Context: an optimization exercise on an open-source flow, tuned for small area. The choices shown serve that exercise and are no tape-out recipe. Only simulation tests tie the RTL to the original design; equivalence was not proved. The clock port is modelled as an ideal driver, which makes a skipped or thinned clock tree look cheaper than it is; a real chip needs a root buffer or a tree. Power and IR drop assume default switching activity.

**flow/flow/abc/d2.abc**
```
&get -n
&st
&dch -f
&nf -a -R 2000 -p
&put
topo
```
**flow/design.v**
```verilog
`timescale 1ns / 1ps
module TOP_MODULE(
    input CLK100MHZ,
    input rst,
    input SW,
    input BTNL, BTNR,
    output [7:0] AN,
    output CA,CB,CC,CD,CE,CF,CG, DP,
    output LED
    );
    assign DP = 1'b1;
    localparam [13:0] C_TAPS = 14'd8193, C_S0 = 14'd14560, C_S10001 = 14'd15472;
    localparam [13:0] B_TAPS = 14'd8193, B_S0 = 14'd2542, B_S5000 = 14'd15997;
    localparam [13:0] MASK = 14'd10922;
    reg [13:0] cnt_r, cnt1_r, cnt2_r;
    wire [13:0] cnt = cnt_r ^ MASK, cnt1 = cnt1_r ^ MASK, cnt2 = cnt2_r ^ MASK;
    wire tick    = ~cnt[0] & ~cnt[1] & cnt[2] & cnt[3] & ~cnt[5] & ~cnt[6] & cnt[8] & cnt[9] & ~cnt[11] & cnt[12] & ~cnt[13];    
    wire cnt1_one  = cnt1[0] & cnt1[2] & cnt1[3] & cnt1[4] & cnt1[6] & cnt1[7] & cnt1[8] & cnt1[9] & ~cnt1[10] & ~cnt1[11] & cnt1[12];    
    wire cnt1_top  = cnt1[0] & cnt1[1] & cnt1[2] & cnt1[3] & cnt1[5] & cnt1[6] & cnt1[8] & ~cnt1[9] & cnt1[10] & ~cnt1[11] & cnt1[12];    
    wire cnt2_one  = cnt2[0] & cnt2[2] & cnt2[3] & cnt2[4] & cnt2[6] & cnt2[7] & cnt2[8] & cnt2[9] & ~cnt2[10] & ~cnt2[11] & cnt2[12];    
    wire cnt2_top  = cnt2[0] & cnt2[1] & cnt2[2] & cnt2[3] & cnt2[5] & cnt2[6] & cnt2[8] & ~cnt2[9] & cnt2[10] & ~cnt2[11] & cnt2[12];    
    wire c1_ev = cnt1_one | cnt1_top;
    wire c2_ev = cnt2_one | cnt2_top;
    always_ff @(posedge CLK100MHZ) begin
        if (rst)       cnt_r <= C_S0 ^ MASK;
        else if (tick) cnt_r <= C_S10001 ^ MASK;
        else           cnt_r <= {cnt[12:0], ~^(cnt & C_TAPS)} ^ MASK;
        if (rst | ~BTNR)    cnt1_r <= B_S0 ^ MASK;
        else if (cnt1_top)  cnt1_r <= B_S5000 ^ MASK;
        else                cnt1_r <= {cnt1[12:0], ~^(cnt1 & B_TAPS)} ^ MASK;
        if (rst | ~BTNL)    cnt2_r <= B_S0 ^ MASK;
        else if (cnt2_top)  cnt2_r <= B_S5000 ^ MASK;
        else                cnt2_r <= {cnt2[12:0], ~^(cnt2 & B_TAPS)} ^ MASK;
    end
    reg [3:0] su, mu;
    reg [2:0] st, mt;
    reg [4:0] h;
    wire su9 = su[3] & su[0], mu9 = mu[3] & mu[0];
    wire s59 = st[2] & st[0] & su9;
    wire m59 = mt[2] & mt[0] & mu9;
    wire h23 = h[4] & h[2] & h[1] & h[0];
    wire s_inc = tick;
    wire m_inc = c1_ev | (tick & s59);
    wire h_inc = c2_ev | (tick & s59 & m59);
    function automatic [3:0] t10(input [3:0] x);
        t10 = {x[0] & (x[3] | (x[2] & x[1])), x[1] & x[0], x[0] & ~x[3], 1'b1};
    endfunction
    function automatic [2:0] t6(input [2:0] x);
        t6 = {x[0] & (x[2] | x[1]), x[0] & ~x[2], 1'b1};
    endfunction
    wire [3:0] su_t = t10(su), mu_t = t10(mu);
    wire [2:0] st_t = t6(st), mt_t = t6(mt);
    always_ff @(posedge CLK100MHZ) begin
        if (rst) begin
            st <= 3'd5; su <= 4'd0;
            mt <= 3'd1; mu <= 4'd2;
            h <= 5'd12;
        end else begin
            su <= su ^ ({4{s_inc}} & su_t);
            st <= st ^ ({3{s_inc & su9}} & st_t);
            mu <= mu ^ ({4{m_inc}} & mu_t);
            mt <= mt ^ ({3{m_inc & mu9}} & mt_t);
            if (h_inc) h <= h23 ? 5'd0 : h + 5'd1;
        end
    end
    wire gt12 = h[4] | (h[3] & h[2] & (h[1] | h[0]));
    wire pm = SW & gt12;
    assign LED = pm;
    wire [4:0] hd = pm ? h - 5'd12 : h;
    wire ht2 = hd[4] & hd[2];                                    
    wire ht1 = ~ht2 & (hd[4] | (hd[3] & (hd[2] | hd[1])));      
    wire [1:0] htd = {ht2, ht1};
    wire [4:0] hu5 = hd - (ht2 ? 5'd20 : ht1 ? 5'd10 : 5'd0);
    wire [3:0] hud = hu5[3:0];
    localparam [4:0] D_TAPS = 5'd18, D_RST = 5'd27, D_MASK = 5'b01010;
    reg [4:0] dc_r;
    reg [2:0] dig;
    wire [4:0] dc = dc_r ^ D_MASK;
    wire dc_end = ~dc[1] & ~dc[2] & ~dc[3];    
    wire [2:0] dig_nxt = dig + 3'd1;
    always_ff @(posedge CLK100MHZ) begin
        if (rst) begin
            dc_r <= D_RST ^ D_MASK; dig <= 3'd0;
        end else begin
            dc_r <= {dc[3:0], (~^(dc & D_TAPS)) ^ dc_end} ^ D_MASK;
            if (dc_end) dig <= dig_nxt;
        end
    end
    assign AN = ~(8'd1 << dig);
    reg [3:0] val;
    always_comb begin
        case (dig)
            3'd0: val = su;
            3'd1: val = {1'b0, st};
            3'd2: val = mu;
            3'd3: val = {1'b0, mt};
            3'd4: val = hud;
            3'd5: val = {2'b0, htd};
            default: val = 4'd15;
        endcase
    end
    localparam [111:0] SEGTAB = {7'b1111111, 7'b1110000, 7'b1110100, 7'b1011100,
                                 7'b0000110, 7'b0010010, 7'b0001100, 7'b0000000,
                                 7'b0001111, 7'b0100000, 7'b0100100, 7'b1001100,
                                 7'b0000110, 7'b0010010, 7'b1001111, 7'b0000001};
    wire [6:0] seg = SEGTAB[val*7 +: 7];
    assign {CA,CB,CC,CD,CE,CF,CG} = seg;
endmodule
```
**flow/config.mk**
```make
export PLATFORM = sky130hd
export DESIGN_NAME = TOP_MODULE
export DESIGN_NICKNAME = TOP_MODULE
export VERILOG_FILES = /design/flow/design.v
export SDC_FILE = /design/flow/constraint.sdc
export NUM_CORES = 4
export LEC_CHECK = 0
export CAP_MARGIN = 20
export CORE_MARGIN = 2
export CORE_UTILIZATION = 60
export PLACE_DENSITY = 0.75
export SLEW_MARGIN = 20
```
**flow/standard.sh**
```bash
#!/bin/bash
# synth_recipe.tcl (not shown) runs the flow's synth.tcl, then flattens the netlist and writes it again
# the make line also repeats each setting of config.mk as NAME=value (left out here)
make -C /OpenROAD-flow-scripts/flow DESIGN_CONFIG=/design/flow/config.mk WORK_HOME=/design/flow/orfs CLKGATE_MAP_FILE= SYNTH_SCRIPT=/design/flow/synth_recipe.tcl "${@:-finish}"
```
**flow/flow/abc/c7.abc**
```
&get -n
&st
&dch
&nf -a -R 2000 -p
&put
topo
```
**flow/flow/run.sh**
```bash
#!/bin/bash
# Layout flow: the standard ORFS flow (standard.sh) with
#  - combinational logic mapped by ABC for area: abc runs once with each script
#    in flow/abc/ and the smallest mapping is kept; no separate half/full-adder
#    extraction. Registers are untouched, so they keep the standard synthesis's
#    names and cells;
#  - port buffers of the smallest buffer cell;
#  - clock tree synthesis without dummy loads, then rebuilt as four clkbuf_8
#    buffers fed straight from the clock port, each driving a group of nearby
#    flip-flops (bal4.tcl).
set -euo pipefail
W=$PWD
cat > my_synth.tcl <<EOF
# The standard flow's synthesis script (appended below), with abc run once per script in
# flow/abc/ and the smallest mapping kept.
proc abc {args} {
  set i [lsearch -exact \$args -script]
  set lib [lindex \$::env(LIB_FILES) 0]
  yosys design -save pre_abc
  set best ""
  foreach s [lsort [glob $W/flow/abc/*.abc]] {
    yosys design -load pre_abc
    yosys abc {*}[lreplace \$args [expr {\$i+1}] [expr {\$i+1}] \$s]
    set st [yosys tee -q -s result.string stat -liberty \$lib]
    regexp {Chip area for module[^:]*: ([0-9.]+)} \$st -> area
    puts "abc script [file tail \$s]: area \$area"
    if {\$best eq "" || \$area < \$best} {
      set best \$area
      set best_s \$s
      yosys design -save best_abc
    }
  }
  yosys design -load best_abc
  puts "abc: kept [file tail \$best_s] (area \$best)"
}
EOF
cat synth_recipe.tcl >> my_synth.tcl
bash standard.sh SYNTH_SCRIPT=$W/my_synth.tcl ADDER_MAP_FILE= \
  BUFFER_PORTS_ARGS="-buffer_cell sky130_fd_sc_hd__buf_1" \
  CTS_ARGS="-sink_clustering_enable -repair_clock_nets -dont_use_dummy_load -buf_list sky130_fd_sc_hd__clkbuf_4 -sink_clustering_size 40 -sink_clustering_max_diameter 200" \
  POST_CTS_TCL=$W/flow/bal4.tcl \
  finish > standard.log 2>&1
```
**flow/flow/abc/g1.abc**
```
&get -n
&st
&dch
&nf -a -R 1000
&st
&dch
&nf -a -R 1000
&st
&dch
&nf -a -R 1000
&st
&dch
&nf -a -R 1000
&st
&dch
&nf -a -R 1000
&st
&dch
&nf -a -R 1000
&st
&dch
&nf -a -R 1000
&put
topo
```
**flow/flow/abc/e2.abc**
```
&get -n
&st
&dch
&nf -a -R 1000
&st
&dch
&nf -a -R 1000
&st
&dch
&nf -a -R 1000
&st
&dch
&nf -a -R 1000
&st
&dch
&nf -a -R 1000
&put
topo
```
**flow/flow/abc/f2.abc**
```
&get -n
&st
&dch
&nf -a -R 1000
&st
&dch
&nf -a -R 1000
&st
&dch
&nf -a -R 1000
&st
&dch
&nf -a -R 1000
&st
&dch
&nf -a -R 1000
&st
&dch
&nf -a -R 1000
&st
&dch
&nf -a -R 1000
&st
&dch
&nf -a -R 1000
&st
&dch
&nf -a -R 1000
&st
&dch
&nf -a -R 1000
&st
&dch
&nf -a -R 1000
&st
&dch
&nf -a -R 1000
&st
&dch
&nf -a -R 1000
&st
&dch
&nf -a -R 1000
&st
&dch
&nf -a -R 1000
&st
&dch
&nf -a -R 1000
&st
&dch
&nf -a -R 1000
&st
&dch
&nf -a -R 1000
&st
&dch
&nf -a -R 1000
&st
&dch
&nf -a -R 1000
&put
topo
```
**flow/flow/abc/d6.abc**
```
&get -n
&st
&dch
&nf -a -R 1000
&put
&get -n
&st
&dch
&nf -a -R 1000
&put
topo
```
**flow/flow/bal4.tcl**
```tcl
set db [ord::get_db]
set block [ord::get_db_block]
set clk_net [$block findNet CLK100MHZ]
proc out_net {inst} { foreach it [$inst getITerms] { if {[$it isOutputSignal]} { return [$it getNet] } } }
proc in_iterm {inst} { foreach it [$inst getITerms] { if {[$it isInputSignal]} { return $it } } }
# collect CTS buffers and clock sinks
set bufs {}
set sinks {}
set todo [list $clk_net]
while {[llength $todo]} {
  set net [lindex $todo 0]; set todo [lrange $todo 1 end]
  foreach it [$net getITerms] {
    if {![$it isInputSignal]} continue
    set inst [$it getInst]
    if {[string match "sky130_fd_sc_hd__clkbuf*" [[$inst getMaster] getName]]} {
      lappend bufs $inst
      lappend todo [out_net $inst]
    } else {
      lappend sinks $it
    }
  }
}
set n [llength $sinks]
set cap [expr {($n + 3) / 4}]
puts "bal4: [llength $bufs] CTS buffers, $n clock sinks, groups of at most $cap"
# sink positions
set px {}; set py {}
foreach it $sinks {
  set b [[$it getInst] getBBox]
  lappend px [expr {([$b xMin] + [$b xMax]) / 2}]
  lappend py [expr {([$b yMin] + [$b yMax]) / 2}]
}
# initial centres: the four quadrants' sink centroids
set xs [lsort -integer $px]; set ys [lsort -integer $py]
set mx [lindex $xs [expr {$n / 2}]]; set my [lindex $ys [expr {$n / 2}]]
set cx {0 0 0 0}; set cy {0 0 0 0}; set cn {0 0 0 0}
for {set i 0} {$i < $n} {incr i} {
  set q [expr {([lindex $px $i] >= $mx) + 2 * ([lindex $py $i] >= $my)}]
  lset cx $q [expr {[lindex $cx $q] + [lindex $px $i]}]
  lset cy $q [expr {[lindex $cy $q] + [lindex $py $i]}]
  lset cn $q [expr {[lindex $cn $q] + 1}]
}
for {set q 0} {$q < 4} {incr q} {
  if {[lindex $cn $q] == 0} { lset cx $q $mx; lset cy $q $my; lset cn $q 1 }
  lset cx $q [expr {[lindex $cx $q] / [lindex $cn $q]}]
  lset cy $q [expr {[lindex $cy $q] / [lindex $cn $q]}]
}
for {set round 0} {$round < 20} {incr round} {
  # all (distance, sink, centre) pairs, nearest first; fill centres up to cap
  set pairs {}
  for {set i 0} {$i < $n} {incr i} {
    for {set q 0} {$q < 4} {incr q} {
      set d [expr {abs([lindex $px $i] - [lindex $cx $q]) + abs([lindex $py $i] - [lindex $cy $q])}]
      lappend pairs [list $d $i $q]
    }
  }
  set pairs [lsort -integer -index 0 $pairs]
  set grp [lrepeat $n -1]; set cnt {0 0 0 0}
  foreach p $pairs {
    lassign $p d i q
    if {[lindex $grp $i] >= 0 || [lindex $cnt $q] >= $cap} continue
    lset grp $i $q; lset cnt $q [expr {[lindex $cnt $q] + 1}]
  }
  set sx {0 0 0 0}; set sy {0 0 0 0}
  for {set i 0} {$i < $n} {incr i} {
    set q [lindex $grp $i]
    lset sx $q [expr {[lindex $sx $q] + [lindex $px $i]}]
    lset sy $q [expr {[lindex $sy $q] + [lindex $py $i]}]
  }
  for {set q 0} {$q < 4} {incr q} {
    if {[lindex $cnt $q] > 0} {
      lset cx $q [expr {[lindex $sx $q] / [lindex $cnt $q]}]
      lset cy $q [expr {[lindex $sy $q] / [lindex $cnt $q]}]
    }
  }
}
# rebuild: keep four of CTS's buffers (names kept), remove the rest
set bufs [lsort -command {apply {{a b} {string compare [$a getName] [$b getName]}}} $bufs]
set keep {}
foreach inst $bufs {
  if {[llength $keep] < 4 && ![string match "clkbuf_0_*" [$inst getName]]} { lappend keep $inst }
}
foreach it $sinks { $it disconnect }
foreach inst $bufs {
  if {[lsearch -exact $keep $inst] >= 0} continue
  set net [out_net $inst]
  odb::dbInst_destroy $inst
  if {$net ne "" && [llength [$net getITerms]] == 0} { odb::dbNet_destroy $net }
}
for {set q 0} {$q < 4} {incr q} {
  set inst [lindex $keep $q]
  set ia [in_iterm $inst]
  $ia disconnect
  $ia connect $clk_net
  $inst swapMaster [$db findMaster sky130_fd_sc_hd__clkbuf_8]
  $inst setLocation [lindex $cx $q] [lindex $cy $q]
  set net [out_net $inst]
  for {set i 0} {$i < $n} {incr i} {
    if {[lindex $grp $i] == $q} { [lindex $sinks $i] connect $net }
  }
  puts "bal4: [$inst getName] drives [lindex $cnt $q] sinks"
}
detailed_placement
check_placement -verbose
estimate_parasitics -placement
set changed 0
foreach inst [get_cells clkbuf*] {
  set m 0
  foreach net [get_nets -of_objects [get_pins -of_objects $inst -filter "direction == output"]] {
    foreach p [get_pins -of_objects $net -filter "direction == input"] {
      set s [get_property $p slew_max]
      if {$s > $m} { set m $s }
    }
  }
  puts "bal4: [get_property $inst name] [get_property $inst ref_name] load slew [format %.1f [expr {$m * 1000}]] ps"
  if {$m > 0.118} {
    [$block findInst [get_property $inst name]] swapMaster [$db findMaster sky130_fd_sc_hd__clkbuf_16]
    puts "bal4: [get_property $inst name] -> sky130_fd_sc_hd__clkbuf_16"
    incr changed
  }
}
if {$changed} {
  detailed_placement
  check_placement -verbose
  estimate_parasitics -placement
}
# A clkbuf_8 whose clock pins would still see at most 110 ps with the smaller
# buf_6 gets a buf_6.
foreach inst [get_cells clkbuf*] {
  if {[get_property $inst ref_name] ne "sky130_fd_sc_hd__clkbuf_8"} continue
  set dbi [$block findInst [get_property $inst name]]
  $dbi swapMaster [$db findMaster sky130_fd_sc_hd__buf_6]
  estimate_parasitics -placement
  set m 0
  foreach net [get_nets -of_objects [get_pins -of_objects $inst -filter "direction == output"]] {
    foreach p [get_pins -of_objects $net -filter "direction == input"] {
      set s [get_property $p slew_max]
      if {$s > $m} { set m $s }
    }
  }
  if {$m > 0.110} {
    $dbi swapMaster [$db findMaster sky130_fd_sc_hd__clkbuf_8]
    puts "bal4: [get_property $inst name] stays clkbuf_8 (buf_6: [format %.1f [expr {$m * 1000}]] ps)"
  } else {
    puts "bal4: [get_property $inst name] -> sky130_fd_sc_hd__buf_6 ([format %.1f [expr {$m * 1000}]] ps)"
  }
}
detailed_placement
check_placement -verbose
estimate_parasitics -placement
```
**flow/flow/abc/g5.abc**
```
&get -n
&st
&dch
&nf -a -R 500
&st
&dch
&nf -a -R 500
&st
&dch
&nf -a -R 500
&st
&dch
&nf -a -R 500
&st
&dch
&nf -a -R 500
&put
topo
```
**flow/flow/abc/g3.abc**
```
&get -n
&st
&dch
&nf -a -R 2000 -p
&st
&dch
&nf -a -R 2000 -p
&st
&dch
&nf -a -R 2000 -p
&st
&dch
&nf -a -R 2000 -p
&st
&dch
&nf -a -R 2000 -p
&put
topo
```
**flow/flow/abc/g6.abc**
```
&get -n
&st
&dch
&nf -a -R 1000 -p
&st
&dch
&nf -a -R 1000 -p
&st
&dch
&nf -a -R 1000 -p
&st
&dch
&nf -a -R 1000 -p
&st
&dch
&nf -a -R 1000 -p
&st
&dch
&nf -a -R 1000 -p
&st
&dch
&nf -a -R 1000 -p
&st
&dch
&nf -a -R 1000 -p
&put
topo
```
**flow/constraint.sdc**
```tcl
create_clock -name core_clock -period 10.0 [get_ports {CLK100MHZ}]
set_input_delay 2.0000 -clock core_clock [delete_from_list [all_inputs] [get_ports {CLK100MHZ}]]
set_output_delay 2.0000 -clock core_clock [all_outputs]
set_load 0.01 [all_outputs]
```
==> flow_summary.ini, run 1 <==
[status]
status = complete, no violations

[global_routing]
grt_antenna_before_repair = 0
met1_usage = 0.259
grt_first_pass_wirelength_mm = 7.26
use_met3 = 0.0536
grt_max_degree = 37
grtUsageTotal = 0.205
grt-ovfl-total = 0
busiest_layer = met2
grt_util_met2 = 0.347
grt_pass1_vias = 1681

[synthesis]
synthesis.area_um2 = 2520
synth_area_leaders = dfxtp_1, nor2_1, a21oi_1
synth_top_area_frac = 0.548
ys_warn_count = 1
synth_ff_type = dfxtp_1
synthXorXnorAreaFrac = 0.0243
avgSynthCellArea_um2 = 8.78
synth_top_area_cell = dfxtp_1
synth_common_cells = dfxtp_1, nor2_1, nand2_1
synth_cells = 287
ys_async_sr_fraction = 0
synth_cell_types = 33
synth_compound_area_frac = 0.143
synth-edff-count = 0
syn_nets = 292
synth.yosys.seq_area_share = 0.548
ys_ff_latch = 69
synth_top_family_by_area = simple AND/OR/NAND/NOR gates
synth-simple-area-share = 0.265
synth_fa_ha_area_frac = 0
synthMuxAreaShare = 0.00397
yosysMostFrequentCell = dfxtp_1

[placement]
io_buffers = 20
place_congestion = 0.844
dpl.hpwl_mm = 3.25
place_ws_ns = 3.79

[layout]
drive_above_1_share = 0.0161
multiInputGateArea_um2 = 1100
fillers = 347
n_antenna_cell = 0
seqCellArea_um2 = 1380
nets = 319
area_delta_synth_final_pct = 7.54
postLayoutCoreUtil = 0.673

[die]
io_pins = 22
rows = 23
die_w_um = 68.8
core_area_um2 = 4030
start_util = 0.626
die_h_um = 68.8
fp.dieArea_um2 = 4740

[drt]
drc = 0
dr.pass1.iters = 4
ant_nets = 0
routed_wl_mm = 4.53
drt_iter0_markers = 115
viasPerCell = 5.50
via_count = 1987
wl_per_cell_um = 12.5

[sta]
skew_ns = 0.0296
finalSetupTns_ns = 0
hold_viol_final = 0
final_max_slew_viol_count = 0
rsz0062_at_grt = no
timing.final.crit_share = 0.621
period_needed_ns = 6.21
setup_violations = 0
maxSlewHeadroom = 0.631
hold_ws_ns = 0.387
max_freq_ghz = 0.161
worst_slew_pin_slew_ns = 0.552
setup_slack_ns = 3.79

[clock_tree]
cts.sinks = 69
clk_pin_slew_ns = 0.10
worstSkewPairLatency_ns = 0.16

[worst_setup_path]
crit_arrival_ns = 4.21
end_kind = output port
crit_type = in -> out
worstSetupStartpointType = input pin
crit_required_ns = 8.00
crit_fanout = 7

[pwr]
peakVddDrop_mv = 0.138
leakage_nw = 0.996
power_w = 0.000401
power_density_nw_per_um2 = 148

[job]
drv_cap = 0

[hold_path]
min_path_type = reg -> reg
worst paths after layout:
check | startpoint | to | slack [ns] | depth (start not counted)
setup / recovery | SW | CA | 3.79 | 12
setup reg to reg | cnt_r[3]$_SDFF_PP1_ | mt[1]$_SDFF_PP0_ | 7.55 | 10
hold reg to reg | cnt_r[7]$_SDFF_PP0_ | cnt_r[8]$_SDFF_PP0_ | 0.39 | 1
hold / removal | cnt_r[7]$_SDFF_PP0_ | cnt_r[8]$_SDFF_PP0_ | 0.39 | 1
stage by stage:
step                instances  cell area (um^2)
finish                    361              2710
global route              361              2710
detailed placement        357              2660
global placement          357              2660
floorplan                 287              2520
state kept, by name, indices dropped and copies added, names as in the netlist:
register	flops
cnt1_r	14
cnt2_r	14
cnt_r	14
dc_r	5
dig	3
h	5
mt	3
mu	4
st	3
su	4
per-layer routing:
metal  wire (um)  vias up
met5           0        -
met4          32        0
met3         167        2
met2        2100       35
met1        2230      909
li1            -     1041
worst max-delay path: stages:
cell	delay [ns]
buf_1	0.09
o21a_1	0.17
xor2_1	0.36
mux2i_1	0.23
nor2_1	0.07
nor2_1	0.19
xnor2_1	0.09
a221o_1	0.42
o21ai_0	0.24
nand3_1	0.10
o21ai_0	0.09
buf_1	0.17
area by class of cell:
| cell class | count | share of cell area |
|---|---|---|
| Clock buffer | 4 | 0.0194 |
| Inverter | 8 | 0.0111 |
| Multi-Input combinational cell | 209 | 0.407 |
| Sequential cell | 69 | 0.509 |
| Tap cell | 50 | 0.0231 |
| Timing Repair Buffer | 21 | 0.0305 |
where the power goes:
group	total (W)	switching, W	leakage, nW	internal [W]
clock network	0.000102	0.0000657	0.0276	0.0000360
registers	0.000287	0.00000440	0.564	0.000282
logic	0.0000128	0.00000784	0.404	0.00000492
total	0.000401	0.0000779	0.996	0.000323
cells in the final DEF (no fill, tap or decap), drive strengths merged, types with 2 or more instances in the layout:
master	n
nand4	5
xnor2	5
clkinv	8
a21oi	29
a21o	3
nand2b	5
a211oi	2
buf	22
nor2b	4
and2	6
nor3	16
nand2	34
o21ai	12
clkbuf	3
a222oi	2
dfxtp	69
a221o	3
nor2	45
xor2	2
nor3b	4
or2	2
nand3b	3
nand3	7
o21a	5
o31ai	2
and3	5
cell families (layout without fill, tap and decap cells):
kind of cell	after synthesis	count (layout)
simple gates	140	140
compound gates	60	60
other cells	1	1
flops	69	69
buf+inv	9	33
xor+xnor	7	7
mux	1	1
==> inputs of run 2 (changes only) <==
--- a/flow/design.v
+++ b/flow/design.v
@@ -11,15 +11,15 @@
     assign DP = 1'b1;
     localparam [13:0] C_TAPS = 14'd8193, C_S0 = 14'd14560, C_S10001 = 14'd15472;
-    localparam [13:0] B_TAPS = 14'd8193, B_S0 = 14'd2542, B_S5000 = 14'd15997;
+    localparam [13:0] B_TAPS = 14'd8193, B_S0 = 14'd6711, B_S5000 = 14'd6970;
     localparam [13:0] MASK = 14'd10922;
     reg [13:0] cnt_r, cnt1_r, cnt2_r;
     wire [13:0] cnt = cnt_r ^ MASK, cnt1 = cnt1_r ^ MASK, cnt2 = cnt2_r ^ MASK;
     wire tick    = ~cnt[0] & ~cnt[1] & cnt[2] & cnt[3] & ~cnt[5] & ~cnt[6] & cnt[8] & cnt[9] & ~cnt[11] & cnt[12] & ~cnt[13];    
-    wire cnt1_one  = cnt1[0] & cnt1[2] & cnt1[3] & cnt1[4] & cnt1[6] & cnt1[7] & cnt1[8] & cnt1[9] & ~cnt1[10] & ~cnt1[11] & cnt1[12];    
-    wire cnt1_top  = cnt1[0] & cnt1[1] & cnt1[2] & cnt1[3] & cnt1[5] & cnt1[6] & cnt1[8] & ~cnt1[9] & cnt1[10] & ~cnt1[11] & cnt1[12];    
-    wire cnt2_one  = cnt2[0] & cnt2[2] & cnt2[3] & cnt2[4] & cnt2[6] & cnt2[7] & cnt2[8] & cnt2[9] & ~cnt2[10] & ~cnt2[11] & cnt2[12];    
-    wire cnt2_top  = cnt2[0] & cnt2[1] & cnt2[2] & cnt2[3] & cnt2[5] & cnt2[6] & cnt2[8] & ~cnt2[9] & cnt2[10] & ~cnt2[11] & cnt2[12];    
-    wire c1_ev = cnt1_one | cnt1_top;
-    wire c2_ev = cnt2_one | cnt2_top;
+    wire cnt1_ev  = ~cnt1[0] & cnt1[2] & cnt1[3] & ~cnt1[4] & cnt1[5] & cnt1[6] & ~cnt1[8] & ~cnt1[9] & cnt1[10] & ~cnt1[11] & cnt1[12] & cnt1[13];    
+    wire cnt1_top = cnt1_ev & ~cnt1[1];    
+    wire cnt2_ev  = ~cnt2[0] & cnt2[2] & cnt2[3] & ~cnt2[4] & cnt2[5] & cnt2[6] & ~cnt2[8] & ~cnt2[9] & cnt2[10] & ~cnt2[11] & cnt2[12] & cnt2[13];    
+    wire cnt2_top = cnt2_ev & ~cnt2[1];    
+    wire c1_ev = cnt1_ev;
+    wire c2_ev = cnt2_ev;
     always_ff @(posedge CLK100MHZ) begin
         if (rst)       cnt_r <= C_S0 ^ MASK;
--- a/flow/flow/bal4.tcl
+++ b/flow/flow/bal4.tcl
@@ -125,26 +125,2 @@
   estimate_parasitics -placement
 }
-# A clkbuf_8 whose clock pins would still see at most 110 ps with the smaller
-# buf_6 gets a buf_6.
-foreach inst [get_cells clkbuf*] {
-  if {[get_property $inst ref_name] ne "sky130_fd_sc_hd__clkbuf_8"} continue
-  set dbi [$block findInst [get_property $inst name]]
-  $dbi swapMaster [$db findMaster sky130_fd_sc_hd__buf_6]
-  estimate_parasitics -placement
-  set m 0
-  foreach net [get_nets -of_objects [get_pins -of_objects $inst -filter "direction == output"]] {
-    foreach p [get_pins -of_objects $net -filter "direction == input"] {
-      set s [get_property $p slew_max]
-      if {$s > $m} { set m $s }
-    }
-  }
-  if {$m > 0.110} {
-    $dbi swapMaster [$db findMaster sky130_fd_sc_hd__clkbuf_8]
-    puts "bal4: [get_property $inst name] stays clkbuf_8 (buf_6: [format %.1f [expr {$m * 1000}]] ps)"
-  } else {
-    puts "bal4: [get_property $inst name] -> sky130_fd_sc_hd__buf_6 ([format %.1f [expr {$m * 1000}]] ps)"
-  }
-}
-detailed_placement
-check_placement -verbose
-estimate_parasitics -placement
==> run 2 against run 1 <==
Compared with the run above:
- clock skew is 0.023 ns lower
- still clean on timing, DRC and antenna
- cell count stayed put
- global-route usage is 0.49 points lower
- synthesized cell count stayed put
- critical endpoint is now CB
- core utilization is 0.30 points higher
==> flow_summary.ini, run 2 <==
[global_routing]
grt_pass1_vias = 1603
grt_antenna_before_repair = 0
grtUsageTotal = 0.200
grt_first_pass_wirelength_mm = 6.97
grt_max_degree = 35
grt-ovfl-total = 0

[sta]
timing.final.crit_share = 0.638
maxSlewHeadroom = 0.590
setup_slack_ns = 3.62
rsz0062_at_grt = no
hold_ws_ns = 0.388
skew_ns = 0.00704
period_needed_ns = 6.38
max_freq_ghz = 0.157
worst_slew_pin_slew_ns = 0.615
final_max_slew_viol_count = 0
setup_violations = 0
hold_viol_final = 0
finalSetupTns_ns = 0

[hold_path]
min_path_type = reg -> reg

[worst_setup_path]
end_kind = output port
crit_fanout = 5
cp_top_family = compound AO/OA/AOI/OAI gates
max_stage_delay_ns = 0.55
crit_required_ns = 8.00
critical-path-slowest-cell = a221oi_1
worstSetupStartpointType = input pin
crit_arrival_ns = 4.38
path_cells = buf_1, o21a_1, xor2_1, nand3_1, nand3b_1, nor2b_1, xnor2_1, a221oi_1, nor2_1, nor2_1, clkinv_1, a22oi_1, buf_1
crit_type = in -> out
path_buf_inv = 3
reg2reg_slack_ns = 7.51

[layout]
area_delta_synth_final_pct = 7.67
fillers = 348
final_cell_mix = dfxtp_1, nor2_1, nand2_1
top_regs = cnt1_r x14, cnt2_r x14, cnt_r x14
drive_above_1_share = 0.0161
n_antenna_cell = 0
final_area_um2 = 2700
layout_commonest_cell = dfxtp_1
nets = 319

[placement]
place_ws_ns = 3.68
placed_area_um2 = 2650
dpl.hpwl_mm = 3.34
io_buffers = 20
place_congestion = 0.782

[drt]
ant_nets = 0
drt_iter0_markers = 107
via_count = 1960
dr.pass1.iters = 4
drc = 0
viasPerCell = 5.43
routed_wl_mm = 4.49
wl_per_cell_um = 12.4

[synthesis]
synth_top_area_cell = dfxtp_1
synth_cell_types = 37
syn_nets = 292
ys_warn_count = 1
ys_async_sr_fraction = 0
yosysMostFrequentCell = dfxtp_1
synthesis.area_um2 = 2510
synth_common_cells = dfxtp_1, nor2_1, nand2_1
synth.yosys.seq_area_share = 0.550
synth_area_leaders = dfxtp_1, nor2_1, nand2_1
synth_cells = 287
synth-edff-count = 0
ys_ff_latch = 69
synth_ff_type = dfxtp_1
synth_top_area_frac = 0.550
avgSynthCellArea_um2 = 8.75

[clock_tree]
worstSkewPairLatency_ns = 0.16
cts.sinks = 69
clk_pin_slew_ns = 0.10

[pwr]
peakVddDrop_mv = 0.143
power_w = 0.000400
leakage_nw = 0.978
power_density_nw_per_um2 = 148

[die]
start_util = 0.628
fp.dieArea_um2 = 4720
die_h_um = 68.7
core_area_um2 = 4000
die_w_um = 68.7
rows = 23
io_pins = 22

[status]
status = complete, no violations

[job]
drv_cap = 0
-- run 2: area by class of cell --
| cell class | instances | area, um^2 | area share |
|---|---|---|---|
| inverter | 10 | 37.5 | 0.0139 |
| clock buffer | 4 | 55.1 | 0.0204 |
| multi-input combinational | 207 | 1080 | 0.401 |
| sequential | 69 | 1380 | 0.511 |
| timing repair buffer | 21 | 82.6 | 0.0305 |
| tap | 50 | 62.6 | 0.0231 |
-- run 2: per-stage QoR --
stage | util | cells
after global routing | 0.676 | 361
after global placement | 0.662 | 357
after floorplan | - | 287
final | 0.676 | 361
after detailed placement | 0.662 | 357
-- run 2: kinds of logic after synthesis --
family / share of synthesized area
other: 0.00149
buffers and inverters: 0.0179
xor gates and xnor gates: 0.0174
and+or+nand+nor: 0.280
AOI/OAI and AO/OA: 0.133
DFF: 0.550
-- run 2: final timing paths --
path         cells past startpoint                    end                   from
min                              1  cnt2_r[13]$_SDFF_PP1_  cnt2_r[12]$_SDFF_PP1_
max                             13                     CB                     SW
min reg2reg                      1  cnt2_r[13]$_SDFF_PP1_  cnt2_r[12]$_SDFF_PP1_
max reg2reg                     10       mt[1]$_SDFF_PP0_    cnt_r[3]$_SDFF_PP1_
-- run 2: power breakdown --
part / switching, W / internal, W
clock network: 0.0000641 / 0.0000371
logic: 0.00000762 / 0.00000438
registers: 0.00000412 / 0.000283
total: 0.0000758 / 0.000324
-- run 2: worst register-to-register path: stages (launching register included) --
cell	delay (ns)
dfxtp_1	0.33
or3_1	0.39
nor3_1	0.18
and3_1	0.23
and2_0	0.22
a21oi_1	0.11
nor2b_1	0.37
nand3_1	0.19
nor2_1	0.15
nand2_1	0.08
nor3b_1	0.13
-- run 2: per-layer routing --
metal,share of wire,track usage
met5,0,0
met4,0.018,0.0662
met3,0.041,0.0536
met2,0.45,0.315
met1,0.49,0.266
==> inputs of run 3 (changes only) <==
--- a/flow/design.v
+++ b/flow/design.v
@@ -11,13 +11,13 @@
     assign DP = 1'b1;
     localparam [13:0] C_TAPS = 14'd8193, C_S0 = 14'd14560, C_S10001 = 14'd15472;
-    localparam [13:0] B_TAPS = 14'd8193, B_S0 = 14'd6711, B_S5000 = 14'd6970;
+    localparam [13:0] B_TAPS = 14'd12288, B_S0 = 14'd4229, B_S5000 = 14'd5767;
     localparam [13:0] MASK = 14'd10922;
     reg [13:0] cnt_r, cnt1_r, cnt2_r;
     wire [13:0] cnt = cnt_r ^ MASK, cnt1 = cnt1_r ^ MASK, cnt2 = cnt2_r ^ MASK;
     wire tick    = ~cnt[0] & ~cnt[1] & cnt[2] & cnt[3] & ~cnt[5] & ~cnt[6] & cnt[8] & cnt[9] & ~cnt[11] & cnt[12] & ~cnt[13];    
-    wire cnt1_ev  = ~cnt1[0] & cnt1[2] & cnt1[3] & ~cnt1[4] & cnt1[5] & cnt1[6] & ~cnt1[8] & ~cnt1[9] & cnt1[10] & ~cnt1[11] & cnt1[12] & cnt1[13];    
-    wire cnt1_top = cnt1_ev & ~cnt1[1];    
-    wire cnt2_ev  = ~cnt2[0] & cnt2[2] & cnt2[3] & ~cnt2[4] & cnt2[5] & cnt2[6] & ~cnt2[8] & ~cnt2[9] & cnt2[10] & ~cnt2[11] & cnt2[12] & cnt2[13];    
-    wire cnt2_top = cnt2_ev & ~cnt2[1];    
+    wire cnt1_ev  = ~cnt1[0] & cnt1[1] & ~cnt1[2] & cnt1[3] & ~cnt1[4] & ~cnt1[5] & ~cnt1[7] & cnt1[8] & ~cnt1[10] & ~cnt1[11] & ~cnt1[12] & cnt1[13];    
+    wire cnt1_top = cnt1_ev & cnt1[6];    
+    wire cnt2_ev  = ~cnt2[0] & cnt2[1] & ~cnt2[2] & cnt2[3] & ~cnt2[4] & ~cnt2[5] & ~cnt2[7] & cnt2[8] & ~cnt2[10] & ~cnt2[11] & ~cnt2[12] & cnt2[13];    
+    wire cnt2_top = cnt2_ev & cnt2[6];    
     wire c1_ev = cnt1_ev;
     wire c2_ev = cnt2_ev;
==> run 3 against run 2 <==
Compared with the run above:
- combinational power up 7%
- via count up 1.1%
- non-clock buffer count unchanged
- worst hold slack about the same
- flip-flop and latch count unchanged
- final area down 0.28%
- clock skew up 0.0044 ns
- sequential power about the same
- maximum frequency up 0.58%
- global-route usage up 1.7 points
- area after synthesis down 0.30%
- first-iteration DRC count down 3.7%
- largest cell class unchanged
- largest power group unchanged
- highest routed layer unchanged
==> flow_summary.ini, run 3 <==
[status]
status = complete, no violations

[sta]
setup_violations = 0
max_freq_ghz = 0.158
final_max_slew_viol_count = 0
hold_viol_final = 0
timing.final.crit_share = 0.634
setup_slack_ns = 3.66
period_needed_ns = 6.34
worst_slew_pin_slew_ns = 0.637
skew_ns = 0.0114
maxSlewHeadroom = 0.570
rsz0062_at_grt = no
finalSetupTns_ns = 0

[synthesis]
synth_top_area_cell = dfxtp_1
synth-edff-count = 0
synth_cell_types = 35
synth_common_cells = dfxtp_1, nand2_1, nor2_1
synth_area_leaders = dfxtp_1, nand2_1, nor2_1
avgSynthCellArea_um2 = 8.72
synth_top_area_frac = 0.552
syn_nets = 292
synthesis.area_um2 = 2500
ys_ff_latch = 69
ys_warn_count = 1
synth.yosys.seq_area_share = 0.552
yosysMostFrequentCell = dfxtp_1
synth_ff_type = dfxtp_1
synth_cells = 287
ys_async_sr_fraction = 0

[drt]
wl_per_cell_um = 13.1
via_count = 1982
ant_nets = 0
routed_wl_mm = 4.73
dr.pass1.iters = 4
viasPerCell = 5.49
drt_iter0_markers = 103
drc = 0

[worst_setup_path]
critical-path-slowest-cell = a41oi_1
crit_fanout = 8
reg2reg_depth = 12
crit_type = in -> out
path_buf_inv = 2
worstSetupStartpointType = input pin
crit_arrival_ns = 4.34
path_cells = buf_1, o21a_1, xor2_1, nor2_1, nor2_1, nand2_1, nand2_1, nand2b_1, a21o_1, a41oi_1, o21ai_0, a31o_1, buf_1
cp_top_family = compound AO/OA/AOI/OAI gates
crit_required_ns = 8.00
max_stage_delay_ns = 0.54
end_kind = output port
timing.rr.start = cnt_r[3]$_SDFF_PP1_
r2r-end = h[4]$_SDFFE_PP0P_
reg2reg_slack_ns = 7.29

[die]
start_util = 0.626
core_area_um2 = 4000
rows = 23
die_w_um = 68.6
io_pins = 22
fp.dieArea_um2 = 4710
die_h_um = 68.6

[job]
drv_cap = 0

[clock_tree]
clk_pin_slew_ns = 0.10
cts.sinks = 69
worstSkewPairLatency_ns = 0.16

[global_routing]
grt_pass1_vias = 1751
grt_first_pass_wirelength_mm = 7.66
grt_antenna_before_repair = 0
grt-ovfl-total = 0
grt_max_degree = 30
grtUsageTotal = 0.216

[hold_path]
min_path_type = reg -> reg
hp-start = dc_r[3]$_SDFF_PP0_
min_path_cells = 1
hold_path_end = dc_r[4]$_SDFF_PP1_

[layout]
drive_above_1_share = 0.0161
final_cell_mix = dfxtp_1, nand2_1, nor2_1
area_delta_synth_final_pct = 7.70
nets = 319
n_antenna_cell = 0
layout_commonest_cell = dfxtp_1
top_regs = cnt1_r x14, cnt2_r x14, cnt_r x14

[placement]
dpl.hpwl_mm = 3.43
place_ws_ns = 3.70
place_congestion = 0.787
io_buffers = 20

[pwr]
leakage_nw = 0.996
power_density_nw_per_um2 = 149
peakVddDrop_mv = 0.118
run 3: logic make-up (layout without fill, tap and decap cells):
| family | Yosys count | in the layout | share of synthesized area |
|---|---|---|---|
| xor+xnor | 7 | 7 | 0.0245 |
| simple gates | 145 | 145 | 0.268 |
| buf+inv | 12 | 36 | 0.0195 |
| other cells | 1 | 1 | 0.00150 |
| compound gates | 53 | 53 | 0.134 |
| flops | 69 | 69 | 0.552 |
run 3: per-layer routing:
| metal | GRT usage | vias up | routed length, um | share of wire |
|---|---|---|---|---|
| met1 | 0.283 | 906 | 2350 | 0.50 |
| met4 | 0.0550 | 0 | 48 | 0.010 |
| met3 | 0.0487 | 5 | 194 | 0.041 |
| met5 | 0 | - | 0 | 0 |
| met2 | 0.362 | 37 | 2130 | 0.45 |
| li1 | - | 1034 | - | - |
run 3: area by class of cell:
cell class | instances | area, um^2
Tap cell | 50 | 62.6
Sequential cell | 69 | 1380
Timing Repair Buffer | 21 | 82.6
Fill cell | 364 | 1300
Inverter | 11 | 41.3
Multi-Input combinational cell | 206 | 1070
Clock buffer | 4 | 55.1
run 3: worst register-to-register path, cell delays in order (launching register included):
cell and delay, ns:
dfxtp_1 0.32, or3_1 0.40, nor3_1 0.37, and2_0 0.32, and3_1 0.24, nand2_1 0.07
o21ai_0 0.25, nand2_1 0.09, clkinv_1 0.10, nand3_1 0.17, nor2_1 0.13, nand2_1 0.06
a21oi_1 0.14
run 3: through the flow:
step / utilization / cell area [um^2] / power [W] / hold WS [ns] / std cells
global placement: 0.660 / 2640 / 0.000305 / 0.360 / 357
finish: 0.674 / 2700 / 0.000401 / 0.388 / 361
detailed placement: 0.660 / 2640 / 0.000306 / 0.368 / 357
floorplan: - / 2500 / 0.000300 / 0.358 / 287
global route: 0.674 / 2700 / 0.000418 / 0.405 / 361
run 3: worst max-delay path by stage:
stage,from,end,depth (start not counted)
after floorplan,SW,CA,11
after global placement,SW,CA,13
after detailed placement,SW,CA,13
after global routing,SW,CA,13
final,SW,CA,13
run 3: power breakdown:
group          internal (W)   total, W  switching (W)  leakage [nW]
Sequential         0.000282   0.000286     0.00000419         0.565
Combinational    0.00000463  0.0000129     0.00000826         0.402
Clock             0.0000371   0.000102      0.0000647        0.0288

==> static timing again, ports no longer ideal <==
The flow's constraints put no driver on any port. The routed layouts listed below were extracted and timed again, unchanged, in two steps. Step 1, drivers: a clkbuf_16 drives CLK100MHZ and a buf_2 each remaining input, both assumed. Step 2 moves the port delays by t, midway between the first and last clock arrival at a register: inputs arrive t later, outputs are due t later. That takes back most of the time a late clock gives input paths. a / b / c = ideal / step 1 / step 2; a / b = the first two.
run | shift t [ns] | setup slack, ns | clock arrival spread, ns | pins driven straight from the clock port
run 1 | 0.203 | 3.794 / 3.772 / 3.772 | 0.032 / 0.032 | 4
run 2 | 0.209 | 3.619 / 3.597 / 3.597 | 0.007 / 0.007 | 4
run 3 | 0.209 | 3.656 / 3.634 / 3.634 | 0.012 / 0.012 | 4
After both steps setup and hold are still met in every run listed.
